This is an optimization exercise on Yosys and OpenROAD, whose aim is small area, not a production implementation. At most, simulation tests tie the RTL to the original design; equivalence was not proved.

==> build 15 <==
Design rgb_to_ycrcb, start of the top module:
module rgb_to_ycrcb(input clk,
	input [7:0] r,
	input [7:0] g,
	input [7:0] b,
	output [7:0] y,
	output [7:0] cr,
	output [7:0] cb);
clock: 5.0 ns
lec_check: 0
cap_margin: 20
core_margin: 2
core_utilization: 70
place_density: 0.8
slew_margin: 20
synth_hierarchical: 1
synth_minimum_keep_size: 0
standard.sh (not shown) runs the stock make flow with config.mk's settings and CLKGATE_MAP_FILE= SYNTH_SCRIPT=/design/flow/synth_recipe.tcl, a recipe that flattens the netlist after the stock synthesis.
==> flow/flow/run.sh <==
#!/bin/bash
bash standard.sh "BUFFER_PORTS_ARGS=-buffer_cell sky130_fd_sc_hd__buf_1" \
  "CTS_ARGS=-sink_clustering_enable -repair_clock_nets -dont_use_dummy_load -buf_list sky130_fd_sc_hd__clkbuf_8 -sink_clustering_size 30" \
  finish > standard.log 2>&1
==> build 40: changes against build 15 <==
==> flow/flow/run.sh (replaced) <==
#!/bin/bash
bash standard.sh "BUFFER_PORTS_ARGS=-buffer_cell sky130_fd_sc_hd__buf_1" \
  "CTS_ARGS=-sink_clustering_enable -repair_clock_nets -dont_use_dummy_load -buf_list {sky130_fd_sc_hd__clkbuf_4 sky130_fd_sc_hd__clkbuf_8} -sink_clustering_size 20" \
  finish > standard.log 2>&1
==> comparison <==
- First-iteration DRC count is the same in build 15 and build 40.
- Sequential share of layout area is the same in build 15 and build 40.
- In sequential cell count, build 15 and build 40 do not differ.
- Build 15 completed without violations. Build 40 ran to the end with no violations.
- Register-to-register slack is about the same in build 40 and build 15.
- Die area is the same in build 15 and build 40.

---

==> 06-15 <==
rgb_to_ycrcb, a different RTL version from the one above (not shown whole).
==> flow/design.v (excerpt) <==
module rgb_to_ycrcb(input clk,
	input [7:0] r,
	input [7:0] g,
	input [7:0] b,
	output [7:0] y,
	output [7:0] cr,
	output [7:0] cb);
clock: 5.0 ns
lec_check: 0
cap_margin: 20
core_margin: 2
core_utilization: 70
place_density: 0.8
slew_margin: 20
synth_hierarchical: 1
synth_minimum_keep_size: 0
==> flow/flow/run.sh <==
#!/bin/bash
bash standard.sh "BUFFER_PORTS_ARGS=-buffer_cell sky130_fd_sc_hd__buf_1" \
  "CTS_ARGS=-sink_clustering_enable -repair_clock_nets -dont_use_dummy_load -buf_list {sky130_fd_sc_hd__clkbuf_4 sky130_fd_sc_hd__clkbuf_8} -sink_clustering_size 20" \
  finish > standard.log 2>&1
==> 10-16: changes against 06-15 <==
--- a/flow/design.v
+++ b/flow/design.v
@@ -313,17 +313,17 @@
 wire l249;
 wire o250;
 wire l251;
 wire o252;
 wire l253;
 wire o254;
 wire l255;
 wire o256;
-wire z257;
+wire i257;
 wire s258;
 wire c259;
 wire s260;
 wire c261;
 wire s262;
 wire c263;
 wire s264;
 wire c265;
@@ -784,27 +784,27 @@
 assign l249 = i216 ^ o248;
 assign o250 = i216 | o248;
 assign l251 = i217 ^ o250;
 assign o252 = i217 | o250;
 assign l253 = i218 ^ o252;
 assign o254 = i218 | o252;
 assign l255 = i219 ^ o254;
 assign o256 = i219 | o254;
-zero7 u_z257 (.a({i219, i218, i217, i216, i215, i214, i213}), .z(z257));
-add3 u_s258 (.a(r1_229), .b(w1_204), .c(z257), .s(s258), .co(c259));
+assign i257 = ~o256;
+add3 u_s258 (.a(r1_229), .b(w1_204), .c(i257), .s(s258), .co(c259));
 add3 u_s260 (.a(r1_230), .b(w1_205), .c(c259), .s(s260), .co(c261));
 add3 u_s262 (.a(r1_231), .b(w1_206), .c(c261), .s(s262), .co(c263));
 add3 u_s264 (.a(r1_232), .b(w1_207), .c(c263), .s(s264), .co(c265));
 add3 u_s266 (.a(r1_233), .b(w1_208), .c(c265), .s(s266), .co(c267));
 add3 u_s268 (.a(r1_234), .b(w1_209), .c(c267), .s(s268), .co(c269));
 add3 u_s270 (.a(r1_235), .b(w1_210), .c(c269), .s(s270), .co(c271));
 add3 u_s272 (.a(r1_236), .b(w1_211), .c(c271), .s(s272), .co(c273));
 add2 u_s274 (.a(w1_212), .b(c273), .s(s274), .co(c275));
-add3 u_s276 (.a(b1_237), .b(w1_204), .c(z257), .s(s276), .co(c277));
+add3 u_s276 (.a(b1_237), .b(w1_204), .c(i257), .s(s276), .co(c277));
 add3 u_s278 (.a(b1_238), .b(w1_205), .c(c277), .s(s278), .co(c279));
 add3 u_s280 (.a(b1_239), .b(w1_206), .c(c279), .s(s280), .co(c281));
 add3 u_s282 (.a(b1_240), .b(w1_207), .c(c281), .s(s282), .co(c283));
 add3 u_s284 (.a(b1_241), .b(w1_208), .c(c283), .s(s284), .co(c285));
 add3 u_s286 (.a(b1_242), .b(w1_209), .c(c285), .s(s286), .co(c287));
 add3 u_s288 (.a(b1_243), .b(w1_210), .c(c287), .s(s288), .co(c289));
 add3 u_s290 (.a(b1_244), .b(w1_211), .c(c289), .s(s290), .co(c291));
 add2 u_s292 (.a(w1_212), .b(c291), .s(s292), .co(c293));
@@ -1061,19 +1061,16 @@
 assign y = {y3_590, y3_589, y3_588, y3_587, y3_586, y3_585, y3_584, y3_583};
 assign cr = {cr3_574, cr3_573, cr3_572, cr3_571, cr3_570, cr3_569, cr3_568, cr3_567};
 assign cb = {cb3_582, cb3_581, cb3_580, cb3_579, cb3_578, cb3_577, cb3_576, cb3_575};
 endmodule
 module add3(input a, input b, input c, output s, output co);
 assign s = a ^ b ^ c;
 assign co = (a & b) | (a & c) | (b & c);
 endmodule
-module zero7(input [6:0] a, output z);
-assign z = ~(|a);
-endmodule
 module xnor2m(input a, input b, output y);
 assign y = ~(a ^ b);
 endmodule
 module or2m(input a, input b, output y);
 assign y = a | b;
 endmodule
 module add2(input a, input b, output s, output co);
 assign s = a ^ b;
- GPL_TIMING_DRIVEN: default -> 0
==> 09-07: changes against 06-15 <==
--- a/flow/design.v
+++ b/flow/design.v
@@ -313,17 +313,17 @@
 wire l249;
 wire o250;
 wire l251;
 wire o252;
 wire l253;
 wire o254;
 wire l255;
 wire o256;
-wire z257;
+wire i257;
 wire s258;
 wire c259;
 wire s260;
 wire c261;
 wire s262;
 wire c263;
 wire s264;
 wire c265;
@@ -784,27 +784,27 @@
 assign l249 = i216 ^ o248;
 assign o250 = i216 | o248;
 assign l251 = i217 ^ o250;
 assign o252 = i217 | o250;
 assign l253 = i218 ^ o252;
 assign o254 = i218 | o252;
 assign l255 = i219 ^ o254;
 assign o256 = i219 | o254;
-zero7 u_z257 (.a({i219, i218, i217, i216, i215, i214, i213}), .z(z257));
-add3 u_s258 (.a(r1_229), .b(w1_204), .c(z257), .s(s258), .co(c259));
+assign i257 = ~o256;
+add3 u_s258 (.a(r1_229), .b(w1_204), .c(i257), .s(s258), .co(c259));
 add3 u_s260 (.a(r1_230), .b(w1_205), .c(c259), .s(s260), .co(c261));
 add3 u_s262 (.a(r1_231), .b(w1_206), .c(c261), .s(s262), .co(c263));
 add3 u_s264 (.a(r1_232), .b(w1_207), .c(c263), .s(s264), .co(c265));
 add3 u_s266 (.a(r1_233), .b(w1_208), .c(c265), .s(s266), .co(c267));
 add3 u_s268 (.a(r1_234), .b(w1_209), .c(c267), .s(s268), .co(c269));
 add3 u_s270 (.a(r1_235), .b(w1_210), .c(c269), .s(s270), .co(c271));
 add3 u_s272 (.a(r1_236), .b(w1_211), .c(c271), .s(s272), .co(c273));
 add2 u_s274 (.a(w1_212), .b(c273), .s(s274), .co(c275));
-add3 u_s276 (.a(b1_237), .b(w1_204), .c(z257), .s(s276), .co(c277));
+add3 u_s276 (.a(b1_237), .b(w1_204), .c(i257), .s(s276), .co(c277));
 add3 u_s278 (.a(b1_238), .b(w1_205), .c(c277), .s(s278), .co(c279));
 add3 u_s280 (.a(b1_239), .b(w1_206), .c(c279), .s(s280), .co(c281));
 add3 u_s282 (.a(b1_240), .b(w1_207), .c(c281), .s(s282), .co(c283));
 add3 u_s284 (.a(b1_241), .b(w1_208), .c(c283), .s(s284), .co(c285));
 add3 u_s286 (.a(b1_242), .b(w1_209), .c(c285), .s(s286), .co(c287));
 add3 u_s288 (.a(b1_243), .b(w1_210), .c(c287), .s(s288), .co(c289));
 add3 u_s290 (.a(b1_244), .b(w1_211), .c(c289), .s(s290), .co(c291));
 add2 u_s292 (.a(w1_212), .b(c291), .s(s292), .co(c293));
@@ -1061,19 +1061,16 @@
 assign y = {y3_590, y3_589, y3_588, y3_587, y3_586, y3_585, y3_584, y3_583};
 assign cr = {cr3_574, cr3_573, cr3_572, cr3_571, cr3_570, cr3_569, cr3_568, cr3_567};
 assign cb = {cb3_582, cb3_581, cb3_580, cb3_579, cb3_578, cb3_577, cb3_576, cb3_575};
 endmodule
 module add3(input a, input b, input c, output s, output co);
 assign s = a ^ b ^ c;
 assign co = (a & b) | (a & c) | (b & c);
 endmodule
-module zero7(input [6:0] a, output z);
-assign z = ~(|a);
-endmodule
 module xnor2m(input a, input b, output y);
 assign y = ~(a ^ b);
 endmodule
 module or2m(input a, input b, output y);
 assign y = a | b;
 endmodule
 module add2(input a, input b, output s, output co);
 assign s = a ^ b;
==> qor summary <==
quantity	06-15	10-16	09-07
Result of the run	complete, no violations	complete, no violations	complete, no violations
Maximum cell stage delay along the critical path	500 ps	400 ps	430 ps
Post-synthesis adder-cell area fraction	47.2%	48.5%	48.5%
Multi-input combinational cell area	3210 um^2	3190 um^2	3190 um^2
Required time of the critical path	5270 ps	5230 ps	5230 ps
Share of final-layout standard cells stronger than drive strength 1	5.09%	11.5%	8.28%
Mean post-synth cell area	12.9 um^2	13.3 um^2	13.3 um^2
Launching element of the worst setup path	g[4]	w1_197	w1_197
Die area	8300 um^2	8210 um^2	8210 um^2
Total number of nets in the final design	624	624	608
Count of instances resized after the clock tree is built	0	3	1
Wire length of the first global-routing pass	16000 um	16100 um	15300 um
Hold path startpoint	y2_309	y2_304	y2_302
Clock-pin slew on the worst setup and hold paths	90 ps	90 ps	80 ps
Number of global-route vias before repair	3422	3428	3277
Post-Synth XOR/XNOR Area	2.14%	2.00%	2.00%
Fin util	77.2%	78.6%	77.0%
Capturing element of the worst setup path	w1_210	eh2_334	dh2_325
Minimum period implied by the final worst setup slack	4580 ps	4860 ps	4920 ps
Count of placed standard cells in the final layout, fillers left out	551	550	534
Detailed-routed wire length on met2	5000 um	5130 um	4940 um
For 06-15, only the layout was checked, not whether the RTL still works.

---

==> ember: inputs <==
rgb_to_ycrcb, a different RTL version from the one above (not shown whole).
==> flow/design.v (excerpt) <==
module rgb_to_ycrcb(input clk,
	input [7:0] r,
	input [7:0] g,
	input [7:0] b,
	output [7:0] y,
	output [7:0] cr,
	output [7:0] cb);
reg w1_196;
reg w1_197;
reg w1_198;
reg w1_199;
reg w1_200;
reg w1_201;
reg w1_202;
reg w1_203;
reg w1_204;
reg w1_205;
reg w1_206;
reg w1_207;
reg w1_208;
reg w1_209;
reg w1_210;
reg w1_211;
reg r1_212;
reg r1_213;
reg r1_214;
reg r1_215;
reg r1_216;
reg r1_217;
reg r1_218;
reg r1_219;
reg b1_220;
reg b1_221;
reg b1_222;
reg b1_223;
reg b1_224;
reg b1_225;
reg b1_226;
reg b1_227;
reg y2_294;
reg y2_295;
reg y2_296;
reg y2_297;
reg y2_298;
reg y2_299;
reg y2_300;
reg y2_301;
reg wl2_302;
reg wl2_303;
reg wl2_304;
reg wl2_305;
reg wl2_306;
reg wl2_307;
reg wl2_308;
reg dh2_309;
reg dh2_310;
reg dh2_311;
reg dh2_312;
reg dh2_313;
reg dh2_314;
reg dh2_315;
reg dh2_316;
reg dh2_317;
reg eh2_318;
reg eh2_319;
reg eh2_320;
reg eh2_321;
reg eh2_322;
reg eh2_323;
reg eh2_324;
reg eh2_325;
reg eh2_326;
reg cr3_619;
reg cr3_620;
reg cr3_621;
reg cr3_622;
reg cr3_623;
reg cr3_624;
reg cr3_625;
reg cr3_626;
reg cb3_627;
reg cb3_628;
reg cb3_629;
reg cb3_630;
reg cb3_631;
reg cb3_632;
reg cb3_633;
reg cb3_634;
reg y3_635;
reg y3_636;
reg y3_637;
reg y3_638;
reg y3_639;
reg y3_640;
reg y3_641;
reg y3_642;
wire s1;
wire c2;
wire s3;
wire c4;
wire s5;
wire c6;
wire s7;
wire c8;
wire s9;
wire c10;
wire s11;
wire c12;
wire s13;
wire c14;
wire s15;
wire c16;
wire s17;
wire c18;
wire s19;
wire c20;
wire s21;
wire c22;
wire s23;
wire c24;
wire s25;
wire c26;
wire s27;
wire c28;
wire s29;
wire c30;
wire s31;
wire c32;
  ...
clock: 5.0 ns
lec_check: 0
cap_margin: 20
core_margin: 2
core_utilization: 70
cts_buf_list: sky130_fd_sc_hd__clkbuf_4 sky130_fd_sc_hd__clkbuf_8
cts_cluster_size: 20
place_density: 0.8
slew_margin: 20
synth_hierarchical: 1
synth_minimum_keep_size: 0
==> flow/flow/run.sh <==
#!/bin/bash
bash standard.sh "BUFFER_PORTS_ARGS=-buffer_cell sky130_fd_sc_hd__buf_1" finish > standard.log 2>&1
==> inputs of cedar, as changes to ember <==
- CORE_UTILIZATION: 70 -> 60
- CTS_BUF_LIST: sky130_fd_sc_hd__clkbuf_4 sky130_fd_sc_hd__clkbuf_8 -> sky130_fd_sc_hd__clkbuf_8
- PLACE_DENSITY: 0.8 -> default
==> qor summary <==
Status: ember finished clean; cedar finished clean
Area of placed instances: ember 5653 um^2; cedar 5728 um^2
Fraction of area in multi-input gates: ember 57.48%; cedar 56.57%
Layout-stage area growth over the synthesis result: ember 6.772%; cedar 8.573%
Area of all placed cells without fillers: ember 5859 um^2; cedar 5958 um^2
Highest cell delay on the worst timing path: ember 0.38 ns; cedar 0.40 ns
Number of vias per cell: ember 5.451; cedar 5.242
Total die area: ember 8564 um^2; cedar 9927 um^2
Pre-CTS WS: ember -0.06423 ns; cedar -0.05174 ns
Post-route fraction of the period consumed by the critical path: ember 96.27%; cedar 96.38%
Met3 usage: ember 4.801%; cedar 2.741%
Final Worst Setup Slack: ember 0.1866 ns; cedar 0.1808 ns
Fmax: ember 207.8 MHz; cedar 207.5 MHz
Post-layout minimum cycle time: ember 4.813 ns; cedar 4.819 ns
Seq area share: ember 30.41%; cedar 29.90%
Final routed wirelength across all metal layers: ember 9.384 mm; cedar 8.941 mm
Buffers excl. clock: ember 53; cedar 62

---

==> inputs of run X <==
Another version of the RTL of rgb_to_ycrcb (not shown whole).
export LEC_CHECK = 0
export CAP_MARGIN = 20
export CORE_MARGIN = 2
export CORE_UTILIZATION = 60
export PLACE_DENSITY = 0.7
export SLEW_MARGIN = 20
export SYNTH_HIERARCHICAL = 1
export SYNTH_MINIMUM_KEEP_SIZE = 0
create_clock -name core_clock -period 5.0 [get_ports {clk}]
==> flow/flow/run.sh <==
#!/bin/bash
bash standard.sh "BUFFER_PORTS_ARGS=-buffer_cell sky130_fd_sc_hd__buf_1" \
  "CTS_ARGS=-sink_clustering_enable -repair_clock_nets -dont_use_dummy_load -buf_list {sky130_fd_sc_hd__clkbuf_4 sky130_fd_sc_hd__clkbuf_8} -sink_clustering_size 20" \
  GPL_KEEP_OVERFLOW=0 finish > standard.log 2>&1
==> run P (differences from run X) <==
- CORE_UTILIZATION: 60 -> 70
- PLACE_DENSITY: 0.7 -> 0.8
==> run Y (differences from run X) <==
==> flow/flow/run.sh (replaced) <==
#!/bin/bash
bash standard.sh "BUFFER_PORTS_ARGS=-buffer_cell sky130_fd_sc_hd__buf_1" \
  "CTS_ARGS=-sink_clustering_enable -repair_clock_nets -dont_use_dummy_load -buf_list {sky130_fd_sc_hd__clkbuf_4 sky130_fd_sc_hd__clkbuf_8} -sink_clustering_size 20" \
  finish > standard.log 2>&1
- CORE_UTILIZATION: 60 -> 70
- PLACE_DENSITY: 0.7 -> 0.8
==> summary of the runs <==
Register-to-register slack is about the same in run Y and run X. Sequential share of layout area: run Y < run X < run P. In non-clock buffer count, run X and run P do not differ. Clock skew: run Y > run X > run P. In flip-flop and latch count, run Y and run P do not differ. In design area, run P and run X hardly differ. The highest maximum frequency belongs to run Y, the lowest to run P. Synthesized area is the same in run P and run X. Utilization: run P is lower than run Y (0.59 points).

-- re-timing with driven ports --
The flow's constraints put no driver on any port. The routed layouts listed below were extracted and timed again, unchanged, in two steps. Step 1 assumes that a clkbuf_16 drives the clock port and a buf_2 every other input. Step 2 moves the port delays by t, midway between the first and last clock arrival at a register: inputs arrive t later, outputs are due t later. That takes back most of the time a late clock gives input paths. Three values: no drivers, after step 1, after step 2; two values: the first two.
| run | t (ns) | setup WS [ns] | worst setup path after step 2 |
|---|---|---|---|
| build 15 | 0.371 | 0.180 / 0.180 / -0.048 | input to register |
| build 40 | 0.371 | 0.180 / 0.180 / -0.048 | input to register |
| 06-15 | 0.370 | 0.418 / 0.426 / 0.056 | input to register |
| 10-16 | 0.363 | 0.142 / 0.142 / -0.065 | input to register |
| 09-07 | 0.362 | 0.078 / 0.078 / 0.018 | input to register |
| ember | 0.382 | 0.187 / 0.187 / 0.079 | input to register |
| cedar | 0.393 | 0.181 / 0.181 / 0.168 | input to register |
| run X | 0.359 | 0.224 / 0.224 / 0.044 | input to register |
| run P | 0.366 | 0.221 / 0.221 / -0.012 | input to register |
| run Y | 0.365 | 0.225 / 0.225 / 0.087 | input to register |
With both steps, setup timing fails in build 15, build 40, 10-16 and run P, where it was met with ideal ports. For 06-15, which loses most, drivers alone change the setup slack by +0.008 ns; drivers and shift together by -0.362 ns.
